Source: an optimization exercise on an open RTL-to-GDS flow (aim: small area). Production flows keep margins and buffers that such runs may drop.
In this exercise RTL edits were held to simulation tests only and were not proved equivalent to the original.
No driver is modelled on the clock port, so clock power and skew are understated where the tree is cut down; a real chip needs a root buffer or a tree.
No activity file was given, so power comes from the tool's default toggle rates.

before:
Design uart_top, start of the top module:
module uart_top
  #(parameter CLKS_PER_BIT = 10417)   
  (
   input        Clk,
   input        Reset,
   input        Tx_Start,
   input [7:0]  Tx_Byte,
   input        Rx_Serial,
   output       Tx_Active,
   output       Tx_Done,
   output       Tx_Serial,
   output       Data_Valid,
   output [7:0] Rx_Byte
   );
For scale: about 190 cells after synthesis, about 82 flip-flops, roughly 24 I/O pins, about 0.0025 mm2 of cells after synthesis.
Settings: LEC_CHECK=0, CAP_MARGIN=20, CORE_MARGIN=2, CORE_UTILIZATION=40, SLEW_MARGIN=20; clock period 10.0 ns.
standard.sh (not shown) runs the stock make flow with config.mk's settings and CLKGATE_MAP_FILE= SYNTH_SCRIPT=/design/flow/synth_recipe.tcl, a recipe that flattens the netlist after the stock synthesis.
==> flow/flow/run.sh <==
#!/bin/bash
# The standard flow (standard.sh) with these changes:
#  - synthesis maps logic with an area-oriented ABC script (flow/synth.tcl)
#  - ORFS removes the buffers ABC inserted (REMOVE_ABC_BUFFERS)
#  - port buffers use the smallest buffer, buf_1, instead of ORFS's default
#  - the clock is distributed by flow/clkbuf.tcl (run as ORFS's PRE_CTS_TCL
#    hook) in place of ORFS's clock tree: CLK_GROUPS buffers, each driving a
#    group of neighbouring flip-flops, fed directly by the clock port
# Each tool's output is in the ORFS logs under orfs/logs; make's own output
# is in standard.log.
set -euo pipefail
HERE=$(pwd)
export FLOW_SYNTH_TCL=$HERE/synth_recipe.tcl
export FLOW_ABC_SCRIPT=$HERE/flow/abc_area.script
export REMOVE_ABC_BUFFERS=1
export BUFFER_PORTS_ARGS="-buffer_cell sky130_fd_sc_hd__buf_1"
export PRE_CTS_TCL=$HERE/flow/clkbuf.tcl
export CLK_GROUPS=3
export CLK_LEAF_BUF=sky130_fd_sc_hd__clkbuf_16
export CLK_ROOT_BUF=
# standard.sh with flow/synth.tcl as the synthesis script
sed "s#SYNTH_SCRIPT=[^ ]*synth_recipe.tcl#SYNTH_SCRIPT=$HERE/flow/synth.tcl#" standard.sh > flow_standard.sh
grep -q "SYNTH_SCRIPT=$HERE/flow/synth.tcl" flow_standard.sh
bash flow_standard.sh finish > $HERE/standard.log 2>&1
==> flow/flow/clkbuf.tcl <==
# Clock distribution in place of ORFS's clock tree: the clock sinks are split
# into CLK_GROUPS groups of neighbouring sinks (k-means on their locations),
# each driven by one CLK_LEAF_BUF placed at the group's centroid; one
# CLK_ROOT_BUF at the centre of the group buffers drives them, so the clock
# port drives a single cell.
set block [ord::get_db_block]
set clk [$block findNet Clk]
set k $::env(CLK_GROUPS)
set master [[ord::get_db] findMaster $::env(CLK_LEAF_BUF)]
set pts {}
foreach it [$clk getITerms] {
  set inst [$it getInst]
  set bb [$inst getBBox]
  lappend pts [list $it [expr {([$bb xMin] + [$bb xMax]) / 2.0}] [expr {([$bb yMin] + [$bb yMax]) / 2.0}]]
}
set pts [lsort -real -index 1 $pts]
set n [llength $pts]
# initial centres: evenly spaced along x
set cs {}
for {set g 0} {$g < $k} {incr g} {
  set p [lindex $pts [expr {int(($g + 0.5) * $n / $k)}]]
  lappend cs [list [lindex $p 1] [lindex $p 2]]
}
for {set iter 0} {$iter < 50} {incr iter} {
  set asg {}
  foreach p $pts {
    set best 0; set bd 1e30
    for {set g 0} {$g < $k} {incr g} {
      set c [lindex $cs $g]
      set d [expr {abs([lindex $p 1] - [lindex $c 0]) + abs([lindex $p 2] - [lindex $c 1])}]
      if {$d < $bd} { set bd $d; set best $g }
    }
    lappend asg $best
  }
  set ncs {}
  for {set g 0} {$g < $k} {incr g} {
    set sx 0; set sy 0; set m 0
    foreach p $pts a $asg { if {$a == $g} { set sx [expr {$sx + [lindex $p 1]}]; set sy [expr {$sy + [lindex $p 2]}]; incr m } }
    if {$m > 0} { lappend ncs [list [expr {$sx / $m}] [expr {$sy / $m}]] } else { lappend ncs [lindex $cs $g] }
  }
  set cs $ncs
}
if {[info exists ::env(CLK_ROOT_BUF)] && $::env(CLK_ROOT_BUF) ne ""} {
  set rmaster [[ord::get_db] findMaster $::env(CLK_ROOT_BUF)]
  set root [odb::dbInst_create $block $rmaster clkbuf_root]
  set rnet [odb::dbNet_create $block clknet_root]
  $rnet setSigType CLOCK
  [$root findITerm A] connect $clk
  [$root findITerm X] connect $rnet
  set rx 0; set ry 0
  foreach c $cs { set rx [expr {$rx + [lindex $c 0] / $k}]; set ry [expr {$ry + [lindex $c 1] / $k}] }
  $root setLocation [expr {int($rx)}] [expr {int($ry)}]
  $root setPlacementStatus PLACED
} else {
  set rnet $clk
}
for {set g 0} {$g < $k} {incr g} {
  set buf [odb::dbInst_create $block $master clkbuf_leaf_$g]
  set net [odb::dbNet_create $block clknet_leaf_$g]
  $net setSigType CLOCK
  set m 0
  foreach p $pts a $asg { if {$a == $g} { set it [lindex $p 0]; $it disconnect; $it connect $net; incr m } }
  [$buf findITerm A] connect $rnet
  [$buf findITerm X] connect $net
  set c [lindex $cs $g]
  $buf setLocation [expr {int([lindex $c 0])}] [expr {int([lindex $c 1])}]
  $buf setPlacementStatus PLACED
  puts "clkbuf.tcl: group $g: $m sinks"
}

# the clock is distributed: ORFS's clock tree synthesis has nothing to do
rename clock_tree_synthesis orfs_clock_tree_synthesis
proc clock_tree_synthesis {args} { puts "clkbuf.tcl: clock tree already built" }
Other scripts of this flow, unchanged in this note and not shown: flow/flow/abc_area.script, flow/flow/synth.tcl
For after, these inputs were changed with respect to before:
# before
export LEC_CHECK = 0
export CAP_MARGIN = 20
export CORE_MARGIN = 2
export CORE_UTILIZATION = 40
export SLEW_MARGIN = 20
create_clock -name core_clock -period 10.0 [get_ports {Clk}]
# after
export LEC_CHECK = 0
export CAP_MARGIN = 20
export CORE_MARGIN = 2
export CORE_UTILIZATION = 65
export SLEW_MARGIN = 20
create_clock -name core_clock -period 10.0 [get_ports {Clk}]
diff --git a/flow/flow/run.sh b/flow/flow/run.sh
--- a/flow/flow/run.sh
+++ b/flow/flow/run.sh
@@ -17,4 +17,4 @@
 export PRE_CTS_TCL=$HERE/flow/clkbuf.tcl
-export CLK_GROUPS=3
-export CLK_LEAF_BUF=sky130_fd_sc_hd__clkbuf_16
+export CLK_GROUPS=4
+export CLK_LEAF_BUF=sky130_fd_sc_hd__clkbuf_8
 export CLK_ROOT_BUF=
--- outcome ---
Of before and after, the lower filler cell count in the final layout belongs to after. On clock transition at the register clock pins on the worst setup and hold paths after CTS, before and after are neck and neck. after: worst stage delay on the critical path is 50 ps lower than what before reported. The run with more routed wire is after, not before. Going from before to after, net switching power of the design lost 0.0000026 W; detailed-route wire length on metal 1 went down; sequential portion of the cell area higher; cell row count decreased 21%; worst setup slack went up 59 ps. after vs before: area of all placed cells without fillers down.
No run of this note takes its clock network from TritonCTS; it comes from the design's own scripts or RTL.


Another version of the RTL of uart_top (not shown whole).
For scale: ~190 cells after synthesis, ~83 flip-flops, roughly 24 I/O pins.
Settings: LEC_CHECK=0, CAP_MARGIN=20, CORE_MARGIN=2, CORE_UTILIZATION=40, CTS_BUF_LIST=sky130_fd_sc_hd__clkbuf_16, CTS_CLUSTER_DIAMETER=500, CTS_CLUSTER_SIZE=100, SLEW_MARGIN=20; clock period 10.0 ns.
run.sh (not shown) runs the stock make flow with config.mk's settings and CLKGATE_MAP_FILE= SYNTH_SCRIPT=/design/flow/synth_recipe.tcl, a recipe that flattens the netlist after the stock synthesis.
Stock flow here: none of the scripts above is used.
Rerun with:
- CTS_BUF_LIST: sky130_fd_sc_hd__clkbuf_16 -> not set
- CTS_CLUSTER_DIAMETER: 500 -> not set
- CTS_CLUSTER_SIZE: 100 -> not set
Outcome: Global-route usage drops by 0.42 points. Wire length fell by about 0.6%. Clock skew went up by 0.0032 ns. Maximum frequency goes down by 0.42%. Via count shrinks by about 0.54%. Total power goes down by about 12%. Die area is unchanged. Final area goes down by 3.2%. Worst hold slack stays flat. Sequential share of layout area is higher by 1.9 points. Area after synthesis is unchanged.
Rerun with:
==> flow/flow/run.sh (new file) <==
#!/bin/bash
# Standard ORFS flow with two changes:
#  - port buffers use the smallest buffer (buf_1) instead of ORFS's default
#  - CTS clusters all sinks under few buffers and inserts no dummy loads
set -e
export BUFFER_PORTS_ARGS="-buffer_cell sky130_fd_sc_hd__buf_1"
export CTS_ARGS="-sink_clustering_enable -repair_clock_nets -dont_use_dummy_load -sink_clustering_size 100 -sink_clustering_max_diameter 500"
bash standard.sh finish > standard.log 2>&1
==> flow/standard.sh (new file) <==
#!/bin/bash
# synth_recipe.tcl (not shown) runs the flow's synth.tcl, then flattens the netlist and writes it again
# the make line also repeats each setting of config.mk as NAME=value (left out here)
make -C /OpenROAD-flow-scripts/flow DESIGN_CONFIG=/design/flow/config.mk WORK_HOME=/design/flow/orfs CLKGATE_MAP_FILE= SYNTH_SCRIPT=/design/flow/synth_recipe.tcl "${@:-finish}"
removed: flow/run.sh
What happened: The changed run finished clean. Final cell count drops by about 2.3%. Die area stays the same. Sequential share of layout area climbs by 4.8 points. Hold slack barely changes. Power drops by 10%. Combinational power drops by about 18%.
Rerun with:
==> flow/run.sh (new file) <==
#!/bin/bash
# synth_recipe.tcl (not shown) runs the flow's synth.tcl, then flattens the netlist and writes it again
# the make line also repeats each setting of config.mk as NAME=value (left out here)
make -C /OpenROAD-flow-scripts/flow DESIGN_CONFIG=/design/flow/config.mk WORK_HOME=/design/flow/orfs CLKGATE_MAP_FILE= SYNTH_SCRIPT=/design/flow/synth_recipe.tcl finish
- CTS_BUF_LIST: not set -> sky130_fd_sc_hd__clkbuf_8
- CTS_CLUSTER_DIAMETER: not set -> 500
- CTS_CLUSTER_SIZE: not set -> 100
removed: flow/flow/run.sh
removed: flow/standard.sh
Outcome:
- power increases by 15%
- design area increases by 8.4%
- sequential power stays flat
- via count increases by 0.69%
- utilization increases by 3.8 points


Starting RTL as in the previous note.
==> flow/config.mk <==
export PLATFORM = sky130hd
export DESIGN_NAME = uart_top
export DESIGN_NICKNAME = uart_top
export VERILOG_FILES = /design/flow/design.v
export SDC_FILE = /design/flow/constraint.sdc
export NUM_CORES = 4
export LEC_CHECK = 0
export CAP_MARGIN = 20
export CORE_MARGIN = 2
export CORE_UTILIZATION = 40
export SLEW_MARGIN = 20
==> flow/constraint.sdc <==
create_clock -name core_clock -period 10.0 [get_ports {Clk}]
set_input_delay 2.0000 -clock core_clock [delete_from_list [all_inputs] [get_ports {Clk}]]
set_output_delay 2.0000 -clock core_clock [all_outputs]
set_load 0.01 [all_outputs]
standard.sh (not shown) runs the stock make flow with config.mk's settings and CLKGATE_MAP_FILE= SYNTH_SCRIPT=/design/flow/synth_recipe.tcl, a recipe that flattens the netlist after the stock synthesis.
==> flow/flow/run.sh <==
#!/bin/bash
# The standard ORFS flow (the standard.sh) with two changes:
#  - port buffers use the smallest buffer, buf_1, instead of ORFS's default
#  - the clock is distributed by flow/clkbuf.tcl (run as ORFS's PRE_CTS_TCL
#    hook) in place of ORFS's clock tree: CLK_GROUPS buffers, each driving a
#    group of neighbouring flip-flops, fed directly by the clock port
set -euo pipefail
HERE=$(pwd)
export BUFFER_PORTS_ARGS="-buffer_cell sky130_fd_sc_hd__buf_1"
export PRE_CTS_TCL=$HERE/flow/clkbuf.tcl
export CLK_GROUPS=3
export CLK_LEAF_BUF=sky130_fd_sc_hd__clkbuf_16
export CLK_ROOT_BUF=
bash standard.sh finish > $HERE/standard.log 2>&1
Scripts as last shown in full above: flow/flow/clkbuf.tcl
==> next run, changes <==
--- a/flow/flow/run.sh
+++ b/flow/flow/run.sh
@@ -12,3 +12,5 @@
 export CLK_LEAF_BUF=sky130_fd_sc_hd__clkbuf_16
 export CLK_ROOT_BUF=
+export REMOVE_ABC_BUFFERS=1
+export RECOVER_POWER=100
 bash standard.sh finish > $HERE/standard.log 2>&1
Result:
- The new run finished with timing, DRC and antenna clean
- power hardly moves
- setup slack degrades by 0.024 ns
- worst hold slack stays flat
- sequential share of layout area rose by 0.30 points
- sequential power is about the same
In every run of this note, the design's own scripts or RTL, not TritonCTS, make the clock network.

==> what the ideal ports hide <==
The results above use ideal ports. As a check the final layouts listed here were re-extracted and re-timed, cells and wires unchanged. Step 1 (the two cells are an assumption about what drives the block):
set clk [get_ports {Clk}]
set_driving_cell -lib_cell sky130_fd_sc_hd__clkbuf_16 $clk
set_driving_cell -lib_cell sky130_fd_sc_hd__buf_2 [delete_from_list [all_inputs] $clk]
Step 2 also shifts input and output timing later by t, the mid clock arrival at the registers, as if the neighbouring blocks saw the same clock. Three values: ideal ports, drivers, drivers and shift; two values: the first two.
run	t, ns	slack for setup (ns)	slew at the worst register clock pin (ns)	worst slew at a driven data input, ns	pins driven straight from the clock port
before	0.217	7.158 / 7.099 / 7.316	0.11 / 0.11	0.03	3
after	0.220	7.217 / 7.162 / 7.381	0.12 / 0.12	0.04	4
the first run of note 2	0.359	6.601 / 6.567 / 6.841	0.06 / 0.06	0.04	1
the second run of note 2	0.367	6.587 / 6.558 / 6.843	0.09 / 0.09	0.04	1
the third run of note 2	0.361	7.034 / 7.007 / 7.196	0.08 / 0.08	0.04	1
the fourth run of note 2	0.366	6.583 / 6.554 / 6.839	0.09 / 0.09	0.04	1
the first run of note 3	0.216	7.181 / 7.120 / 7.208	0.10 / 0.10	0.04	3
the second run of note 3	0.218	7.157 / 7.099 / 7.170	0.12 / 0.12	0.04	3
After both steps setup and hold are still met in every run listed.
